Context: an optimization exercise on an open-source flow, tuned for small area. The choices shown serve that exercise and are no tape-out recipe.
In this exercise RTL edits were held to simulation tests only and were not proved equivalent to the original.
Power figures rest on the tool's default switching activity, not on a simulated workload.

## top
module top(
    input  logic        clk,
    input  logic        rst,
    input  logic [63:0] init_r,
    input  logic [63:0] init_g,
    input  logic [63:0] init_b,
    output logic        _48b,
    output logic        _45a
);
For scale: ~810 cells after synthesis, about 260 flip-flops, about 0.0085 mm2 of cells after synthesis.
==> module top, before the edit <==
module top(
    input  logic        clk,
    input  logic        rst,
    input  logic [63:0] init_r,
    input  logic [63:0] init_g,
    input  logic [63:0] init_b,
    output logic        _48b,
    output logic        _45a
);
    logic [3:0] m;       
    logic [4:0] b;       
    logic [5:0] p;       
    logic       idle;
    logic jump, frame_end;
    assign jump = idle && (p == 6'd61) && (b == 5'd18) && (m == 4'd3);
    assign frame_end = !idle && (p == 6'd0) && (b == 5'd23) && (m == 4'd14);
    always_ff @(posedge clk) begin
        if (rst || jump) begin
            m <= 4'd13; b <= 5'd24; p <= 6'd63; idle <= 1'b0;
        end else if (m == 4'd14) begin
            if (b == 5'd23) begin
                m <= 4'd13; b <= 5'd24; p <= p - 6'd1;
                if (p == 6'd0) idle <= 1'b1;
            end else begin
                m <= 4'd0;
                b <= (b == 5'd24) ? 5'd0 : b + 5'd1;
            end
        end else begin
            m <= m + 4'd1;
        end
    end
    logic [14:0] uc;
    logic uc_end;
    assign uc_end = (uc == 15'h32a6);
    logic due;           
    logic a;             
    logic [2:0] q;       
    logic [5:0] ct;      
    always_ff @(posedge clk) begin
        if (rst) begin
            uc <= 15'h4cf5; due <= 1'b0; a <= 1'b0; q <= 3'd0;
            ct <= 6'd63;
        end else begin
            uc <= uc_end ? 15'd0 : {uc[13:0], ~(uc[14] ^ uc[13])};
            ct <= ct - 6'd1;
            if (frame_end && due) begin
                due <= 1'b0;
                a <= 1'b1;
                q <= 3'd1;
            end else begin
                if (uc_end) due <= 1'b1;
                if (a && ct == 6'd0) begin
                    if (q == 3'd7) a <= 1'b0;
                    q <= q + 3'd1;
                end
            end
        end
    end
    localparam logic [63:0] POL = 64'hAAAA_AAAA_AAAA_AAAA;
    logic [2:0] k, r;
    assign k = ct[2:0];
    assign r = ct[5:3];
    logic [2:0] sel;
    logic wr;
    assign sel = {q[2] & q[1], q[2] & ~q[1], ~q[2] & q[1]};
    assign wr  = a && q[0] && (q[2] || q[1]);
    logic [63:0] Sp [3];     
    logic [63:0] S  [3];     
    logic [63:0] Ss;         
    logic [63:0] init [3];
    assign init[0] = init_g;
    assign init[1] = init_r;
    assign init[2] = init_b;
    logic nw;                
    logic [2:0] L;           
    for (genvar c = 0; c < 3; c++) begin : ch
        assign S[c] = Sp[c] ^ POL;
        logic feed;
        assign feed = (wr && sel[c]) ? nw : S[c][63];
        ring64 u_ring (
            .clk(clk), .rst(rst), .rstn(~rst), .init(init[c]), .feed(feed), .Sp(Sp[c])
        );
        always_ff @(posedge clk) begin
            if (ct == p) L[c] <= S[c][63];
        end
    end
    assign Ss = ({64{sel[0]}} & S[0]) | ({64{sel[1]}} & S[1]) | ({64{sel[2]}} & S[2]);
    logic [8:0] D;
    logic E1, E2;
    logic [7:0] R8;
    always_ff @(posedge clk) begin
        D  <= {D[7:0], Ss[63]};
        R8 <= {R8[6:0], (r == 3'd7) ? Ss[63] : R8[7]};
        if (k == 3'd7) begin
            E1 <= Ss[63];
            E2 <= E1;
        end
    end
    logic n1, n2, n3, n4, n5, n6, n7, n8;
    logic r0;
    assign r0 = (r == 3'd0);
    assign n1 = (k == 3'd0) ? D[6] : Ss[62];
    assign n2 = (k == 3'd7) ? Ss[56] : D[0];
    assign n3 = D[7];
    assign n4 = (k == 3'd0) ? E2 : D[6];
    assign n5 = (k == 3'd7) ? D[0] : D[8];
    assign n6 = r0 ? R8[7] : Ss[55];
    assign n7 = r0 ? R8[6] : ((k == 3'd0) ? Ss[62] : Ss[54]);
    assign n8 = r0 ? R8[0] : ((k == 3'd7) ? Ss[48] : Ss[56]);
    logic [3:0] cnt;
    assign cnt = n1 + n2 + n3 + n4 + n5 + n6 + n7 + n8;
    assign nw = (cnt == 4'd3) || (Ss[63] && cnt == 4'd2);
    logic bitval, o;
    always_comb begin
        case (b[4:3])
            2'd0:    bitval = L[0];
            2'd1:    bitval = L[1];
            default: bitval = L[2];
        endcase
        bitval = bitval && b[2] && b[0];
        o = !idle && (b != 5'd24) && ((m < 4'd5) || ((m < 4'd10) && bitval));
    end
    assign _48b = o;
    assign _45a = ~o;
endmodule
export LEC_CHECK = 0
export CAP_MARGIN = 20
export CORE_MARGIN = 2
export CORE_UTILIZATION = 40
export SLEW_MARGIN = 20
export SYNTH_HIERARCHICAL = 1
create_clock -name core_clock -period 10.0 [get_ports {clk}]
standard.sh (not shown) runs the stock make flow with config.mk's settings and CLKGATE_MAP_FILE= SYNTH_SCRIPT=/design/flow/synth_recipe.tcl, a recipe that flattens the netlist after the stock synthesis.
==> flow/flow/run.sh <==
#!/bin/bash
# Layout: the standard flow (standard.sh: standard synthesis, floorplan,
# placement, CTS, routing), with two changes to how cells are chosen:
#  - the buffer that every input and output port gets is buf_1;
#  - CTS clusters up to 10 sinks within 50 um per clkbuf_4 and adds no
#    dummy loads.
# make's full output goes to flow_make.log in this folder; ORFS's per-step
# logs stay under orfs/logs/.
set -euo pipefail
bash standard.sh \
  "BUFFER_PORTS_ARGS=-buffer_cell sky130_fd_sc_hd__buf_1" \
  "CTS_ARGS=-sink_clustering_enable -repair_clock_nets -dont_use_dummy_load -sink_clustering_size 10 -sink_clustering_max_diameter 50 -buf_list sky130_fd_sc_hd__clkbuf_4" \
  finish > flow_make.log 2>&1
The starting point completed with no timing, DRC or antenna violations.
Edit:
--- a/flow/design.v
+++ b/flow/design.v
@@ -9,63 +9,57 @@
 );
     logic [3:0] m;       
     logic [4:0] b;       
     logic [5:0] p;       
     logic       idle;
-    logic jump, frame_end;
-    assign jump = idle && (p == 6'd61) && (b == 5'd18) && (m == 4'd3);
-    assign frame_end = !idle && (p == 6'd0) && (b == 5'd23) && (m == 4'd14);
+    logic jump, bend, pend, frame_end;
+    assign jump = idle && !p[1] && b[4] && b[1] && (m == 4'd3);
+    assign bend = (m == 4'd14);                  
+    assign pend = bend && (b == 5'd23);          
+    assign frame_end = pend && !idle && (p == 6'd0);
     always_ff @(posedge clk) begin
         if (rst || jump) begin
-            m <= 4'd13; b <= 5'd24; p <= 6'd63; idle <= 1'b0;
-        end else if (m == 4'd14) begin
-            if (b == 5'd23) begin
-                m <= 4'd13; b <= 5'd24; p <= p - 6'd1;
-                if (p == 6'd0) idle <= 1'b1;
-            end else begin
-                m <= 4'd0;
-                b <= (b == 5'd24) ? 5'd0 : b + 5'd1;
-            end
+            m <= 4'd13; b <= 5'd31; p <= 6'd63; idle <= 1'b0;
+        end else if (pend) begin
+            m <= 4'd13; b <= 5'd31; p <= p - 6'd1;
+            if (p == 6'd0) idle <= 1'b1;
+        end else if (bend) begin
+            m <= 4'd0; b <= b + 5'd1;
         end else begin
             m <= m + 4'd1;
         end
     end
     logic [14:0] uc;
     logic uc_end;
     assign uc_end = (uc == 15'h32a6);
     logic due;           
-    logic a;             
     logic [2:0] q;       
     logic [5:0] ct;      
     always_ff @(posedge clk) begin
         if (rst) begin
-            uc <= 15'h4cf5; due <= 1'b0; a <= 1'b0; q <= 3'd0;
+            uc <= 15'h4cf5; due <= 1'b0; q <= 3'd0;
             ct <= 6'd63;
         end else begin
             uc <= uc_end ? 15'd0 : {uc[13:0], ~(uc[14] ^ uc[13])};
             ct <= ct - 6'd1;
             if (frame_end && due) begin
                 due <= 1'b0;
-                a <= 1'b1;
                 q <= 3'd1;
             end else begin
                 if (uc_end) due <= 1'b1;
-                if (a && ct == 6'd0) begin
-                    if (q == 3'd7) a <= 1'b0;
-                    q <= q + 3'd1;
-                end
+                if (q != 3'd0 && ct == 6'd0) q <= q + 3'd1;
             end
         end
     end
     localparam logic [63:0] POL = 64'hAAAA_AAAA_AAAA_AAAA;
     logic [2:0] k, r;
     assign k = ct[2:0];
     assign r = ct[5:3];
     logic [2:0] sel;
     logic wr;
     assign sel = {q[2] & q[1], q[2] & ~q[1], ~q[2] & q[1]};
-    assign wr  = a && q[0] && (q[2] || q[1]);
+    assign wr  = q[0] && (q[2] || q[1]);
     logic [63:0] Sp [3];     
     logic [63:0] S  [3];     
     logic [63:0] Ss;         
     logic [63:0] init [3];
     assign init[0] = init_g;
@@ -116,11 +110,11 @@
             2'd0:    bitval = L[0];
             2'd1:    bitval = L[1];
             default: bitval = L[2];
         endcase
         bitval = bitval && b[2] && b[0];
-        o = !idle && (b != 5'd24) && ((m < 4'd5) || ((m < 4'd10) && bitval));
+        o = !idle && ((m < 4'd5) || ((m < 4'd10) && bitval));    
     end
     assign _48b = o;
     assign _45a = ~o;
 endmodule
 module ring64 (
- area after synthesis decreases by 2.0%
- critical path depth does not change
- worst setup slack degrades by 0.085 ns
- sequential share of layout area increases by 0.72 points
- cell area decreases by about 1.7%
- clock-buffer cell count decreases by 1
- synthesized cell count decreases by 2.7%
- non-clock buffer count is unchanged


The RTL this note starts from:
==> flow/design.v <==
module top(
    input  logic        clk,
    input  logic        rst,
    input  logic [63:0] init_r,
    input  logic [63:0] init_g,
    input  logic [63:0] init_b,
    output logic        _48b,
    output logic        _45a
);
    logic [3:0] m;       
    logic [4:0] b;       
    logic [5:0] p;       
    logic       idle;
    logic jump, bend, pend, frame_end;
    assign jump = idle && !p[1] && b[4] && b[1] && (m == 4'd3);
    assign bend = (m == 4'd14);                  
    assign pend = bend && (b == 5'd23);          
    assign frame_end = pend && !idle && (p == 6'd0);
    always_ff @(posedge clk) begin
        if (rst || jump) begin
            m <= 4'd13; b <= 5'd31; p <= 6'd63; idle <= 1'b0;
        end else if (pend) begin
            m <= 4'd13; b <= 5'd31; p <= p - 6'd1;
            if (p == 6'd0) idle <= 1'b1;
        end else if (bend) begin
            m <= 4'd0; b <= b + 5'd1;
        end else begin
            m <= m + 4'd1;
        end
    end
    logic [14:0] uc;
    logic uc_end;
    assign uc_end = (uc == 15'h5589);
    logic due;           
    logic wb;            
    logic w;             
    logic [5:0] cu;      
    logic [5:0] ct;      
    assign ct = ~cu;
    logic win, wr;
    assign win = (b[4:2] == 3'b001) || (b == 5'd8 && m[3:2] == 2'b00);
    assign wr  = idle && wb && (w || (win && ct == 6'd63));
    always_ff @(posedge clk) begin
        if (rst) begin
            uc <= 15'h0e0a; due <= 1'b0; wb <= 1'b0; w <= 1'b0;
            cu <= 6'd0;
        end else begin
            uc <= uc_end ? 15'h2e0a : {uc[13:0], ~(uc[14] ^ uc[13])};
            cu <= cu + 6'd1;
            w  <= wr && (ct != 6'd0);
            if (frame_end && due) begin
                due <= 1'b0;
                wb <= 1'b1;
            end else begin
                if (uc_end) due <= 1'b1;
                if (jump) wb <= 1'b0;
            end
        end
    end
    logic [2:0] k, r;
    logic ph;            
    assign k  = ct[2:0];
    assign r  = ct[5:3];
    assign ph = ct[0];
    logic [2:0] sel;
    assign sel = {~p[1], p[1] & ~p[0], p[1] & p[0]};
    logic [63:0] S [3];      
    logic [63:0] Ss;         
    logic [63:0] init [3];
    assign init[0] = init_g;
    assign init[1] = init_r;
    assign init[2] = init_b;
    logic xw;                
    for (genvar c = 0; c < 3; c++) begin : ch
        logic feed;
        assign feed = (wr && sel[c]) ? xw : S[c][63];
        ring64 u_ring (
            .clk(clk), .rst(rst), .rstn(~rst), .init(init[c]), .feed(feed), .S(S[c])
        );
    end
    assign Ss = ({64{sel[0]}} & S[0]) | ({64{sel[1]}} & S[1]) | ({64{sel[2]}} & S[2]);
    logic [8:0] D;
    logic E1, E2;
    logic [7:0] R8;
    always_ff @(posedge clk) begin
        D  <= {D[7:0], Ss[63]};
        R8 <= {R8[6:0], (r == 3'd7) ? Ss[63] : R8[7]};
        if (k == 3'd7) begin
            E1 <= Ss[63];
            E2 <= E1;
        end
    end
    logic n1, n2, n3, n4, n5, n6, n7, n8, ns;
    logic r0, k0, k7;
    assign r0 = (r == 3'd0);
    assign k0 = (k == 3'd0);
    assign k7 = (k == 3'd7);
    assign n1 = ~D[6];
    assign n2 = r0 ? ~R8[6] : Ss[62];
    assign n3 = k0 ? ~E2 : (r0 ? Ss[62] : Ss[54]);
    assign n4 = D[7];
    assign n5 = r0 ? R8[7] : Ss[55];
    assign n6 = ~D[0];
    assign n7 = r0 ? ~R8[0] : Ss[56];
    assign n8 = k7 ? (r0 ? Ss[56] : Ss[48]) : ~D[8];
    assign ns = Ss[63];
    logic [3:0] cnt;
    logic nw0, nw1;
    assign cnt = n1 + n2 + n3 + n4 + n5 + n6 + n7 + n8;
    assign nw0 = (cnt == 4'd3) || ( ns && cnt == 4'd2);
    assign nw1 = (cnt == 4'd5) || (!ns && cnt == 4'd6);
    assign xw = ph ? ~nw1 : nw0;
    logic L, tap;
    always_comb begin
        case (b[4:3])
            2'd0:    tap = S[0][63];
            2'd1:    tap = S[1][63];
            default: tap = S[2][63];
        endcase
    end
    always_ff @(posedge clk) begin
        if (ct == p && !(b[2] && (b[1] || b[0]))) L <= tap;
    end
    logic bitval, o;
    assign bitval = (L ^ p[0]) && b[2] && b[0];
    assign o = !idle && ((m < 4'd5) || ((m < 4'd10) && bitval));    
    assign _48b = o;
    assign _45a = ~o;
endmodule
module ring64 (
    input  logic        clk,
    input  logic        rst,
    input  logic        rstn,
    input  logic [63:0] init,
    input  logic        feed,
    output logic [63:0] S
);
    logic [63:0] d;
    assign d = ~((({64{rst}}) | {S[62:0], feed}) & (({64{rstn}}) | init));
    always_ff @(posedge clk) S <= d;
endmodule
==> flow/config.mk <==
export PLATFORM = sky130hd
export DESIGN_NAME = top
export DESIGN_NICKNAME = top
export VERILOG_FILES = /design/flow/design.v
export SDC_FILE = /design/flow/constraint.sdc
export NUM_CORES = 4
export LEC_CHECK = 0
export CAP_MARGIN = 20
export CORE_MARGIN = 2
export CORE_UTILIZATION = 40
export SLEW_MARGIN = 20
export SYNTH_HIERARCHICAL = 1
==> flow/constraint.sdc <==
create_clock -name core_clock -period 10.0 [get_ports {clk}]
set_input_delay 2.0000 -clock core_clock [delete_from_list [all_inputs] [get_ports {clk}]]
set_output_delay 2.0000 -clock core_clock [all_outputs]
set_load 0.01 [all_outputs]
==> flow/flow/run.sh <==
#!/bin/bash
# Layout: the standard flow (standard.sh: standard synthesis, floorplan,
# placement, CTS, routing), with three changes to how cells are chosen:
#  - after floorplanning, combinational cells that synthesis sized up are
#    put back at their smallest drive strength (flow/downsize.tcl); the
#    later repair steps size up again where slew or load needs it;
#  - the buffer that every input and output port gets is buf_1;
#  - CTS clusters up to 10 sinks within 50 um per clkbuf_4 and adds no
#    dummy loads.
# make's full output goes to flow_make.log in this folder; ORFS's per-step
# logs stay under orfs/logs/.
set -euo pipefail
bash standard.sh \
  "POST_FLOORPLAN_TCL=$PWD/flow/downsize.tcl" \
  "BUFFER_PORTS_ARGS=-buffer_cell sky130_fd_sc_hd__buf_1" \
  "CTS_ARGS=-sink_clustering_enable -repair_clock_nets -dont_use_dummy_load -sink_clustering_size 10 -sink_clustering_max_diameter 50 -buf_list sky130_fd_sc_hd__clkbuf_4" \
  finish > flow_make.log 2>&1
==> flow/flow/downsize.tcl <==
# Swap each combinational cell that synthesis gave a larger drive strength
# for the same function at its smallest drive strength; flip-flops keep
# theirs. Later repair steps size cells up again where slew or load needs it.
set db [ord::get_db]
set lib [lindex [$db getLibs] 0]
set n 0
foreach inst [[ord::get_db_block] getInsts] {
  set mname [[$inst getMaster] getName]
  if {![regexp {^(sky130_fd_sc_hd__([a-z0-9]+))_([0-9]+)$} $mname -> base func drive]} { continue }
  if {[regexp {^(df|edf|sdf|sedf|dl|sdl|clk|tap|fill|decap|diode|conb|lpflow|macro|probe)} $func]} { continue }
  set best ""
  foreach d {0 1 2} {
    if {$d >= $drive} { break }
    set cand [$db findMaster ${base}_$d]
    if {$cand != "NULL"} { set best $cand; break }
  }
  if {$best != ""} {
    set lc [get_lib_cells */[$best getName]]
    if {[llength $lc] > 0} {
      replace_cell [get_cells [$inst getName]] [lindex $lc 0]
      incr n
    }
  }
}
puts "downsize: $n cells swapped to a smaller drive strength"
The first run went through all stages and came out clean.
Rerun with:
--- a/flow/design.v
+++ b/flow/design.v
@@ -71,12 +71,16 @@
     assign init[1] = init_r;
     assign init[2] = init_b;
     logic xw;                
+    logic [2:0] L;           
     for (genvar c = 0; c < 3; c++) begin : ch
         logic feed;
         assign feed = (wr && sel[c]) ? xw : S[c][63];
         ring64 u_ring (
             .clk(clk), .rst(rst), .rstn(~rst), .init(init[c]), .feed(feed), .S(S[c])
         );
+        always_ff @(posedge clk) begin
+            if (ct == p) L[c] <= S[c][63];
+        end
     end
     assign Ss = ({64{sel[0]}} & S[0]) | ({64{sel[1]}} & S[1]) | ({64{sel[2]}} & S[2]);
     logic [8:0] D;
@@ -110,20 +114,16 @@
     assign nw0 = (cnt == 4'd3) || ( ns && cnt == 4'd2);
     assign nw1 = (cnt == 4'd5) || (!ns && cnt == 4'd6);
     assign xw = ph ? ~nw1 : nw0;
-    logic L, tap;
+    logic bitval, o;
     always_comb begin
         case (b[4:3])
-            2'd0:    tap = S[0][63];
-            2'd1:    tap = S[1][63];
-            default: tap = S[2][63];
+            2'd0:    bitval = L[0];
+            2'd1:    bitval = L[1];
+            default: bitval = L[2];
         endcase
+        bitval = (bitval ^ p[0]) && b[2] && b[0];
+        o = !idle && ((m < 4'd5) || ((m < 4'd10) && bitval));    
     end
-    always_ff @(posedge clk) begin
-        if (ct == p && !(b[2] && (b[1] || b[0]))) L <= tap;
-    end
-    logic bitval, o;
-    assign bitval = (L ^ p[0]) && b[2] && b[0];
-    assign o = !idle && ((m < 4'd5) || ((m < 4'd10) && bitval));    
     assign _48b = o;
     assign _45a = ~o;
 endmodule
Power came out higher by 0.81%.
First-iteration DRC count goes down by 21%.
Worst setup slack improved by 0.15 ns.
Wire length falls by 0.94%.
Sequential share of layout area rose by 0.27 points.
Maximum frequency rose by 3.0%.
Clock skew drops by 0.015 ns.
Critical path depth goes down by 1.
Clock-buffer cell count is unchanged.
Design area goes up by 0.69%.
Via count climbs by 0.83%.

[what the ideal ports hide]
In the flow no input, the clock included, has a driving cell. The finished layouts below were timed again as built, in two steps. Step 1 assumes that a clkbuf_16 drives the clock port and a buf_2 every other input. Step 2, shift: input delay + t, output delay - t, t = (earliest + latest rising clock arrival at the registers) / 2. This alone moves slack from input paths to output paths. a / b / c = no drivers / after step 1 / after step 2; a / b = the first two.
run | t, ns | slack for setup (ns) | latest minus earliest clock arrival (ns)
the first run of note 1 | 0.679 | 5.390 / 5.390 / 5.390 | 0.070 / 0.070
the second run of note 1 | 0.671 | 5.305 / 5.305 / 5.032 | 0.078 / 0.079
the first run of note 2 | 0.685 | 4.853 / 4.853 / 4.853 | 0.111 / 0.110
the second run of note 2 | 0.678 | 5.002 / 5.002 / 5.002 | 0.076 / 0.076
After both steps setup and hold are still met in every run listed. The setup slack of the second run of note 1, which loses most, moves by 0.000 ns with the drivers and by -0.273 ns with both steps.
